Context: an optimization exercise on an open-source flow, tuned for small area, a short achievable clock period and few clock cycles. The choices shown serve that exercise and are no tape-out recipe.
At most, simulation tests tie the RTL to the original design; equivalence was not proved.
The clock input has no modelled driver; a real chip could not lean on it and would need a root buffer or a full tree.
Power and IR drop assume default switching activity.

==> run a: inputs <==
==> flow/design.v (excerpt) <==
module axi4_lite_system (
    input  wire        clk,
    input  wire        resetn,
    input  wire        usr_write_req,
    input  wire        usr_read_req,
    input  wire [31:0] usr_araddr,
    input  wire [31:0] usr_awaddr,
    input  wire [31:0] usr_wdata,
    input  wire [3:0]  usr_wstrb,
    output wire [31:0] usr_rdata,
    output wire        usr_wr_busy,
    output wire        usr_wr_done,
    output wire [1:0]  usr_wr_resp,
    output wire        usr_rd_busy,
    output wire        usr_rd_done,
    output wire [1:0]  usr_rd_resp
);
==> module axi4_lite_system, before the edit <==
module axi4_lite_system (
    input  wire        clk,
    input  wire        resetn,
    input  wire        usr_write_req,
    input  wire        usr_read_req,
    input  wire [31:0] usr_araddr,
    input  wire [31:0] usr_awaddr,
    input  wire [31:0] usr_wdata,
    input  wire [3:0]  usr_wstrb,
    output wire [31:0] usr_rdata,
    output wire        usr_wr_busy,
    output wire        usr_wr_done,
    output wire [1:0]  usr_wr_resp,
    output wire        usr_rd_busy,
    output wire        usr_rd_done,
    output wire [1:0]  usr_rd_resp
);
    reg [31:0] slv_reg0, slv_reg1, slv_reg2, slv_reg3;
    reg [31:0] rdata;
    reg        wr_done, rd_done;
    reg        wr_err, rd_err;
    wire aw_ok = (usr_awaddr[1:0] == 2'b00);
    wire [31:0] wdata_r = usr_wdata & {32{resetn}};
    wire [3:0]  aw_lo_zero;
    wire [3:0]  aw_reg;
    wire [3:0]  req_strb;
    wire [15:0] lane_en;
    axi_dec2 u_aw_dec (.a0(usr_awaddr[2]), .a1(usr_awaddr[3]), .d(aw_reg));
    genvar r, b;
    generate
        for (b = 0; b < 4; b = b + 1) begin : g_strb
            axi_and2 u_req_strb (.a(usr_write_req), .b(usr_wstrb[b]), .y(req_strb[b]));
        end
        for (r = 0; r < 4; r = r + 1) begin : g_reg
            axi_nor2 u_aw_lo (.a(usr_awaddr[0]), .b(usr_awaddr[1]), .y(aw_lo_zero[r]));
            for (b = 0; b < 4; b = b + 1) begin : g_lane
                axi_lane u_lane (.ok(aw_lo_zero[r]), .sel(aw_reg[r]), .strb(req_strb[b]),
                                 .resetn(resetn), .en(lane_en[4*r+b]));
            end
        end
    endgenerate
    always @(posedge clk) begin
        if (lane_en[0])  slv_reg0[7:0]   <= wdata_r[7:0];
        if (lane_en[1])  slv_reg0[15:8]  <= wdata_r[15:8];
        if (lane_en[2])  slv_reg0[23:16] <= wdata_r[23:16];
        if (lane_en[3])  slv_reg0[31:24] <= wdata_r[31:24];
        if (lane_en[4])  slv_reg1[7:0]   <= wdata_r[7:0];
        if (lane_en[5])  slv_reg1[15:8]  <= wdata_r[15:8];
        if (lane_en[6])  slv_reg1[23:16] <= wdata_r[23:16];
        if (lane_en[7])  slv_reg1[31:24] <= wdata_r[31:24];
        if (lane_en[8])  slv_reg2[7:0]   <= wdata_r[7:0];
        if (lane_en[9])  slv_reg2[15:8]  <= wdata_r[15:8];
        if (lane_en[10]) slv_reg2[23:16] <= wdata_r[23:16];
        if (lane_en[11]) slv_reg2[31:24] <= wdata_r[31:24];
        if (lane_en[12]) slv_reg3[7:0]   <= wdata_r[7:0];
        if (lane_en[13]) slv_reg3[15:8]  <= wdata_r[15:8];
        if (lane_en[14]) slv_reg3[23:16] <= wdata_r[23:16];
        if (lane_en[15]) slv_reg3[31:24] <= wdata_r[31:24];
    end
    wire [15:0] rsel;
    wire [3:0]  ar_ok, ar_bad;
    wire        ar_valid = ar_ok[0];
    wire [31:0] rdata_d;
    genvar i;
    generate
        for (i = 0; i < 4; i = i + 1) begin : g_rsel
            axi_dec2 u_dec (.a0(usr_araddr[2]), .a1(usr_araddr[3]), .d(rsel[4*i +: 4]));
            axi_nor2 u_ok  (.a(usr_araddr[1]), .b(usr_araddr[0]), .y(ar_ok[i]));
            axi_or2  u_bad (.a(usr_araddr[1]), .b(usr_araddr[0]), .y(ar_bad[i]));
        end
        for (i = 0; i < 32; i = i + 1) begin : g_rbit
            axi_rbit #(.BAD(((32'hDEADDEAD >> i) & 1) != 0)) u_rbit (
                .sel(rsel[4*(i/8) +: 4]), .ok(ar_ok[i/8]), .bad(ar_bad[i/8]),
                .r({slv_reg3[i], slv_reg2[i], slv_reg1[i], slv_reg0[i]}),
                .d(rdata_d[i]));
        end
    endgenerate
    always @(posedge clk) rdata <= rdata_d;
    always @(posedge clk) begin
        wr_err <= ~aw_ok;
        rd_err <= ~ar_valid;
    end
    always @(posedge clk) begin
        wr_done <= usr_write_req & resetn;
        rd_done <= usr_read_req & resetn;
    end
    assign usr_rdata   = rdata;
    assign usr_wr_busy = wr_done;
    assign usr_wr_done = wr_done;
    assign usr_wr_resp = {2{wr_err}};
    assign usr_rd_busy = rd_done;
    assign usr_rd_done = rd_done;
    assign usr_rd_resp = {2{rd_err}};
endmodule
==> module axi_lane, before the edit <==
module axi_lane (input wire ok, input wire sel, input wire strb, input wire resetn,
                 output wire en);
    assign en = ~resetn | (ok & sel & strb);
endmodule
export LEC_CHECK = 0
export CAP_MARGIN = 20
export CORE_MARGIN = 2
export CORE_UTILIZATION = 65
export PLACE_DENSITY = 0.85
export SLEW_MARGIN = 20
export SYNTH_HIERARCHICAL = 1
export SYNTH_MINIMUM_KEEP_SIZE = 0
create_clock -name core_clock -period 3.0 [get_ports {clk}]
standard.sh (not shown) runs the stock make flow with config.mk's settings and CLKGATE_MAP_FILE= SYNTH_SCRIPT=/design/flow/synth_recipe.tcl, a recipe that flattens the netlist after the stock synthesis.
==> flow/flow/run.sh <==
#!/bin/bash
# Own layout flow: the standard ORFS flow (standard.sh, standard synthesis
# unchanged) with these changes, all made through ORFS's documented hook
# scripts and variables:
#  - ports are buffered with the smallest buffer (buf_1);
#  - after floorplan, every combinational cell from synthesis is set to its
#    smallest drive strength (downsize.tcl), so that only cells on slow paths
#    are sized up later;
#  - the clock tree is built by hand (mycts.tcl) in place of TritonCTS: the
#    clock port drives CLK_NROOT root buffers, which drive CLK_NBUF leaf
#    buffers, each driving one cluster of flip-flops (k-means on position).
#    Every flip-flop is exactly two buffers from the port (a balanced tree);
#  - after the clock tree (post_cts.tcl): output-port buffers are set to
#    OUT_BUF and flip-flops that drive two output buffers to OUT_FF_MULTI;
#    then repair_timing sizes up cells on the input-side paths that are
#    slower than the output paths plus MY_MARGIN_DELTA ns.
# Each tool's output is in orfs/logs/ (one log per step, as ORFS writes
# them); make's own output goes to flow_make.log.
set -euo pipefail
HERE=$(pwd)
export BUFFER_PORTS_ARGS="-buffer_cell sky130_fd_sc_hd__buf_1"
export POST_FLOORPLAN_TCL=$HERE/flow/downsize.tcl
export PRE_CTS_TCL=$HERE/flow/mycts.tcl
export POST_CTS_TCL=$HERE/flow/post_cts.tcl
export CLK_NBUF=6
export CLK_NROOT=3
export CLK_ROOT_BUF=sky130_fd_sc_hd__buf_12
export CLK_BUF=sky130_fd_sc_hd__buf_12
export MY_MARGIN_DELTA=0.2
export OUT_FF_MULTI=sky130_fd_sc_hd__dfxtp_2
export OUT_BUF=sky130_fd_sc_hd__buf_2
export MY_SEQUENCE=sizeup
export MY_RECOVER=1
bash standard.sh finish > flow_make.log 2>&1
==> flow/flow/post_cts.tcl <==
set_propagated_clock [all_clocks]
set out_insts {}
foreach bterm [[ord::get_db_block] getBTerms] {
  if {[$bterm getIoType] ne "OUTPUT"} continue
  foreach it [[$bterm getNet] getITerms] {
    if {![$it isOutputSignal]} continue
    set buf [$it getInst]
    if {[info exists ::env(OUT_BUF)] && [string match "*buf_*" [[$buf getMaster] getName]]} {
      replace_cell [$buf getName] $::env(OUT_BUF)
    }
    lappend out_insts $buf
    foreach bit [$buf getITerms] {
      if {![$bit isInputSignal]} continue
      foreach dit [[$bit getNet] getITerms] {
        if {[$dit isOutputSignal]} { lappend out_insts [$dit getInst] }
      }
    }
  }
}
# A flip-flop that drives more than one output buffer (with OUT_FF_ALL set,
# any flip-flop that drives an output buffer) gets OUT_FF_MULTI.
set out_insts [lsort -unique $out_insts]
if {[info exists ::env(OUT_FF_MULTI)]} {
  foreach inst $out_insts {
    if {![string match "*dfxtp_1" [[$inst getMaster] getName]]} continue
    set n 0
    foreach it [$inst getITerms] {
      if {[$it isOutputSignal]} { set n [expr {[llength [[$it getNet] getITerms]] - 1}] }
    }
    if {$n > 1 || [info exists ::env(OUT_FF_ALL)]} {
      replace_cell [$inst getName] $::env(OUT_FF_MULTI)
      puts "post_cts: [$inst getName] drives $n, set to $::env(OUT_FF_MULTI)"
    }
  }
}
set out_cells {}
foreach inst $out_insts {
  lappend out_cells [get_cells [string map {[ \[ ] \]} [$inst getName]]]
}
puts "post_cts: [llength $out_cells] output-side cells held"
if {[info exists ::env(MY_MARGIN_DELTA)]} {
  estimate_parasitics -placement
  puts "post_cts: before ws [worst_slack -max] area [rsz::design_area]"
  # The output paths set the period; size up only the input-side paths that
  # are slower than them (plus MY_MARGIN_DELTA ns).
  set out_path [find_timing_paths -to [all_outputs] -sort_by_slack -group_path_count 1]
  set margin [expr {[get_property $out_path slack] + $::env(MY_MARGIN_DELTA)}]
  puts "post_cts: output paths' slack [get_property $out_path slack], margin $margin"
  set_dont_touch $out_cells
  repair_timing -setup -setup_margin $margin -sequence $::env(MY_SEQUENCE) -skip_last_gasp
  puts "post_cts: after repair ws [worst_slack -max] area [rsz::design_area]"
  if {[info exists ::env(MY_RECOVER)]} {
    # Area recovery: walk the cells from the largest down and set each to the
    # smallest size of its kind that keeps the slack into the flip-flops at
    # or above where the repair left it (capped at the margin).
    proc in_ws {} {
      set p [find_timing_paths -to [all_registers -data_pins] -sort_by_slack -group_path_count 1]
      return [get_property $p slack]
    }
    estimate_parasitics -placement
    set floor [expr {min($margin, [in_ws])}]
    set held {}
    foreach c $out_cells { dict set held [get_full_name $c] 1 }
    set cands {}
    foreach inst [[ord::get_db_block] getInsts] {
      set m [[$inst getMaster] getName]
      if {![regexp {^(sky130_fd_sc_hd__[a-z0-9]+?)_([0-9]+)$} $m -> base drive]} continue
      if {[regexp {__(df|edf|sdf|dl|tap|fill|decap|clkbuf|conb)} $m]} continue
      if {[string match "clk*_my_*" [$inst getName]]} continue
      if {[dict exists $held [$inst getName]]} continue
      lappend cands [list [expr {[[$inst getMaster] getWidth] * [[$inst getMaster] getHeight]}] $inst $base]
    }
    set sizes {}
    foreach lib [[ord::get_db] getLibs] {
      foreach mm [$lib getMasters] {
        if {[regexp {^(sky130_fd_sc_hd__[a-z0-9]+?)_([0-9]+)$} [$mm getName] -> b d]} {
          dict lappend sizes $b [list [expr {[$mm getWidth] * [$mm getHeight]}] [$mm getName]]
        }
      }
    }
    set dont_use {}
    if {[info exists ::env(DONT_USE_CELLS)]} { set dont_use $::env(DONT_USE_CELLS) }
    set n 0
    foreach c [lsort -real -decreasing -index 0 $cands] {
      lassign $c area inst base
      set name [$inst getName]
      set cur [[$inst getMaster] getName]
      foreach s [lsort -real -index 0 [dict get $sizes $base]] {
        lassign $s a to
        if {$a >= $area} break
        set skip 0
        foreach pat $dont_use { if {[string match $pat $to]} { set skip 1 } }
        if {$skip} continue
        replace_cell $name $to
        estimate_parasitics -placement
        if {[in_ws] >= $floor} { incr n; break }
        replace_cell $name $cur
        estimate_parasitics -placement
      }
    }
    puts "post_cts: recovery resized $n cells; input-side ws [in_ws] (floor $floor)"
  }
  unset_dont_touch $out_cells
  estimate_parasitics -placement
  puts "post_cts: after ws [worst_slack -max] area [rsz::design_area]"
}
detailed_placement
Other scripts of this flow, unchanged in this note and not shown: flow/flow/downsize.tcl, flow/flow/mycts.tcl
==> run b: changes against run a <==
--- a/flow/flow/run.sh
+++ b/flow/flow/run.sh
@@ -26,9 +26,8 @@
 export CLK_NROOT=3
 export CLK_ROOT_BUF=sky130_fd_sc_hd__buf_12
 export CLK_BUF=sky130_fd_sc_hd__buf_12
-export MY_MARGIN_DELTA=0.2
+export MY_MARGIN_DELTA=0.12
 export OUT_FF_MULTI=sky130_fd_sc_hd__dfxtp_2
 export OUT_BUF=sky130_fd_sc_hd__buf_2
 export MY_SEQUENCE=sizeup
-export MY_RECOVER=1
 bash standard.sh finish > flow_make.log 2>&1
==> flow/flow/post_cts.tcl (replaced) <==
set_propagated_clock [all_clocks]
set out_insts {}
foreach bterm [[ord::get_db_block] getBTerms] {
  if {[$bterm getIoType] ne "OUTPUT"} continue
  foreach it [[$bterm getNet] getITerms] {
    if {![$it isOutputSignal]} continue
    set buf [$it getInst]
    if {[info exists ::env(OUT_BUF)] && [string match "*buf_*" [[$buf getMaster] getName]]} {
      replace_cell [$buf getName] $::env(OUT_BUF)
    }
    lappend out_insts $buf
    foreach bit [$buf getITerms] {
      if {![$bit isInputSignal]} continue
      foreach dit [[$bit getNet] getITerms] {
        if {[$dit isOutputSignal]} { lappend out_insts [$dit getInst] }
      }
    }
  }
}
# A flip-flop that drives more than one output buffer gets OUT_FF_MULTI.
set out_insts [lsort -unique $out_insts]
if {[info exists ::env(OUT_FF_MULTI)]} {
  foreach inst $out_insts {
    if {![string match "*dfxtp_1" [[$inst getMaster] getName]]} continue
    set n 0
    foreach it [$inst getITerms] {
      if {[$it isOutputSignal]} { set n [expr {[llength [[$it getNet] getITerms]] - 1}] }
    }
    if {$n > 1} {
      replace_cell [$inst getName] $::env(OUT_FF_MULTI)
      puts "post_cts: [$inst getName] drives $n, set to $::env(OUT_FF_MULTI)"
    }
  }
}
set out_cells {}
foreach inst $out_insts {
  lappend out_cells [get_cells [string map {[ \[ ] \]} [$inst getName]]]
}
puts "post_cts: [llength $out_cells] output-side cells held"
if {[info exists ::env(MY_MARGIN_DELTA)]} {
  estimate_parasitics -placement
  puts "post_cts: before ws [worst_slack -max] area [rsz::design_area]"
  # The output paths set the period; size up only the input-side paths that
  # are slower than them (plus MY_MARGIN_DELTA ns).
  set out_path [find_timing_paths -to [all_outputs] -sort_by_slack -group_path_count 1]
  set margin [expr {[get_property $out_path slack] + $::env(MY_MARGIN_DELTA)}]
  puts "post_cts: output paths' slack [get_property $out_path slack], margin $margin"
  set_dont_touch $out_cells
  repair_timing -setup -setup_margin $margin -sequence $::env(MY_SEQUENCE) -skip_last_gasp
  unset_dont_touch $out_cells
  estimate_parasitics -placement
  puts "post_cts: after ws [worst_slack -max] area [rsz::design_area]"
}
detailed_placement
--- a/flow/config.mk
+++ b/flow/config.mk
@@ -7,8 +7,8 @@
 export LEC_CHECK = 0
 export CAP_MARGIN = 20
 export CORE_MARGIN = 2
-export CORE_UTILIZATION = 65
-export PLACE_DENSITY = 0.85
+export CORE_UTILIZATION = 75
+export PLACE_DENSITY = 0.92
 export SLEW_MARGIN = 20
 export SYNTH_HIERARCHICAL = 1
 export SYNTH_MINIMUM_KEEP_SIZE = 0
==> run c: changes against run a <==
--- a/flow/design.v
+++ b/flow/design.v
@@ -22,10 +22,8 @@
     wire aw_ok = (usr_awaddr[1:0] == 2'b00);
     wire [31:0] wdata_r = usr_wdata & {32{resetn}};
     wire [3:0]  aw_lo_zero;
-    wire [3:0]  aw_reg;
     wire [3:0]  req_strb;
     wire [15:0] lane_en;
-    axi_dec2 u_aw_dec (.a0(usr_awaddr[2]), .a1(usr_awaddr[3]), .d(aw_reg));
     genvar r, b;
     generate
         for (b = 0; b < 4; b = b + 1) begin : g_strb
@@ -34,8 +32,8 @@
         for (r = 0; r < 4; r = r + 1) begin : g_reg
             axi_nor2 u_aw_lo (.a(usr_awaddr[0]), .b(usr_awaddr[1]), .y(aw_lo_zero[r]));
             for (b = 0; b < 4; b = b + 1) begin : g_lane
-                axi_lane u_lane (.ok(aw_lo_zero[r]), .sel(aw_reg[r]), .strb(req_strb[b]),
-                                 .resetn(resetn), .en(lane_en[4*r+b]));
+                axi_lane #(.REG(r)) u_lane (.ok(aw_lo_zero[r]), .a(usr_awaddr[3:2]),
+                                 .strb(req_strb[b]), .resetn(resetn), .en(lane_en[4*r+b]));
             end
         end
     endgenerate
@@ -104,9 +102,14 @@
 module axi_and2 (input wire a, input wire b, output wire y);
     assign y = a & b;
 endmodule
-module axi_lane (input wire ok, input wire sel, input wire strb, input wire resetn,
-                 output wire en);
-    assign en = ~resetn | (ok & sel & strb);
+module axi_lane #(parameter REG = 0) (
+    input  wire       ok,
+    input  wire [1:0] a,
+    input  wire       strb,
+    input  wire       resetn,
+    output wire       en
+);
+    assign en = ~resetn | (ok & strb & (a == REG));
 endmodule
 module axi_or2 (input wire a, input wire b, output wire y);
     assign y = a | b;
--- a/flow/flow/run.sh
+++ b/flow/flow/run.sh
@@ -14,6 +14,8 @@
 #    OUT_BUF and flip-flops that drive two output buffers to OUT_FF_MULTI;
 #    then repair_timing sizes up cells on the input-side paths that are
 #    slower than the output paths plus MY_MARGIN_DELTA ns.
+#    Then an area recovery pass (MY_RECOVER) sets each cell, largest first,
+#    to the smallest size that keeps the input-side slack where repair left it.
 # Each tool's output is in orfs/logs/ (one log per step, as ORFS writes
 # them); make's own output goes to flow_make.log.
 set -euo pipefail
@@ -26,7 +28,7 @@
 export CLK_NROOT=3
 export CLK_ROOT_BUF=sky130_fd_sc_hd__buf_12
 export CLK_BUF=sky130_fd_sc_hd__buf_12
-export MY_MARGIN_DELTA=0.2
+export MY_MARGIN_DELTA=0.3
 export OUT_FF_MULTI=sky130_fd_sc_hd__dfxtp_2
 export OUT_BUF=sky130_fd_sc_hd__buf_2
 export MY_SEQUENCE=sizeup
==> notes.md <==
Run c completed with no timing, DRC or antenna violations. Run a completed with no timing, DRC or antenna violations. Run b finished clean. Synthesized cell count: run c is smaller than run a (about 1.1%). The highest combinational power belongs to run b, the lowest to run c. Sequential share of layout area: run a is higher than run b (1.4 points). Via count, lowest first: run c, run a, run b. Cell area, lowest first: run c, run a, run b. The lowest setup slack belongs to run c, the highest to run a. First-iteration DRC count: run c is lower than run a (about 5%).
Testbench counts of run a, summed over its fixed seeds: cycles 2,400.
Testbench counts of run b, summed over its fixed seeds: cycles 2,400.
Function not checked in run c: the RTL went through the layout flow alone. No run of this note takes its clock network from TritonCTS; it comes from the design's own scripts or RTL.

## separate check: timing with driven ports
The flow's constraints put no driver on any port. The routed layouts listed below were extracted and timed again, unchanged, in two steps.
Step 1 assumes that a clkbuf_16 drives the clock port and a buf_2 every other input.
Step 2 moves the port delays by t, midway between the first and last clock arrival at a register: inputs arrive t later, outputs are due t later. That takes back most of the time a late clock gives input paths.
a / b / c = no drivers / after step 1 / after step 2; a / b = the first two.
run | shift t [ns] | setup WS [ns] | clock arrival spread, ns | pins driven straight from the clock port
run a | 0.303 | 1.660 / 1.608 / 1.361 | 0.021 / 0.021 | 3
run b | 0.307 | 1.643 / 1.586 / 1.365 | 0.015 / 0.015 | 3
run c | 0.305 | 1.539 / 1.562 / 1.256 | 0.027 / 0.027 | 3
After both steps setup and hold are still met in every run listed. For run a, which loses most, drivers alone change the setup slack by -0.052 ns; drivers and shift together by -0.299 ns.
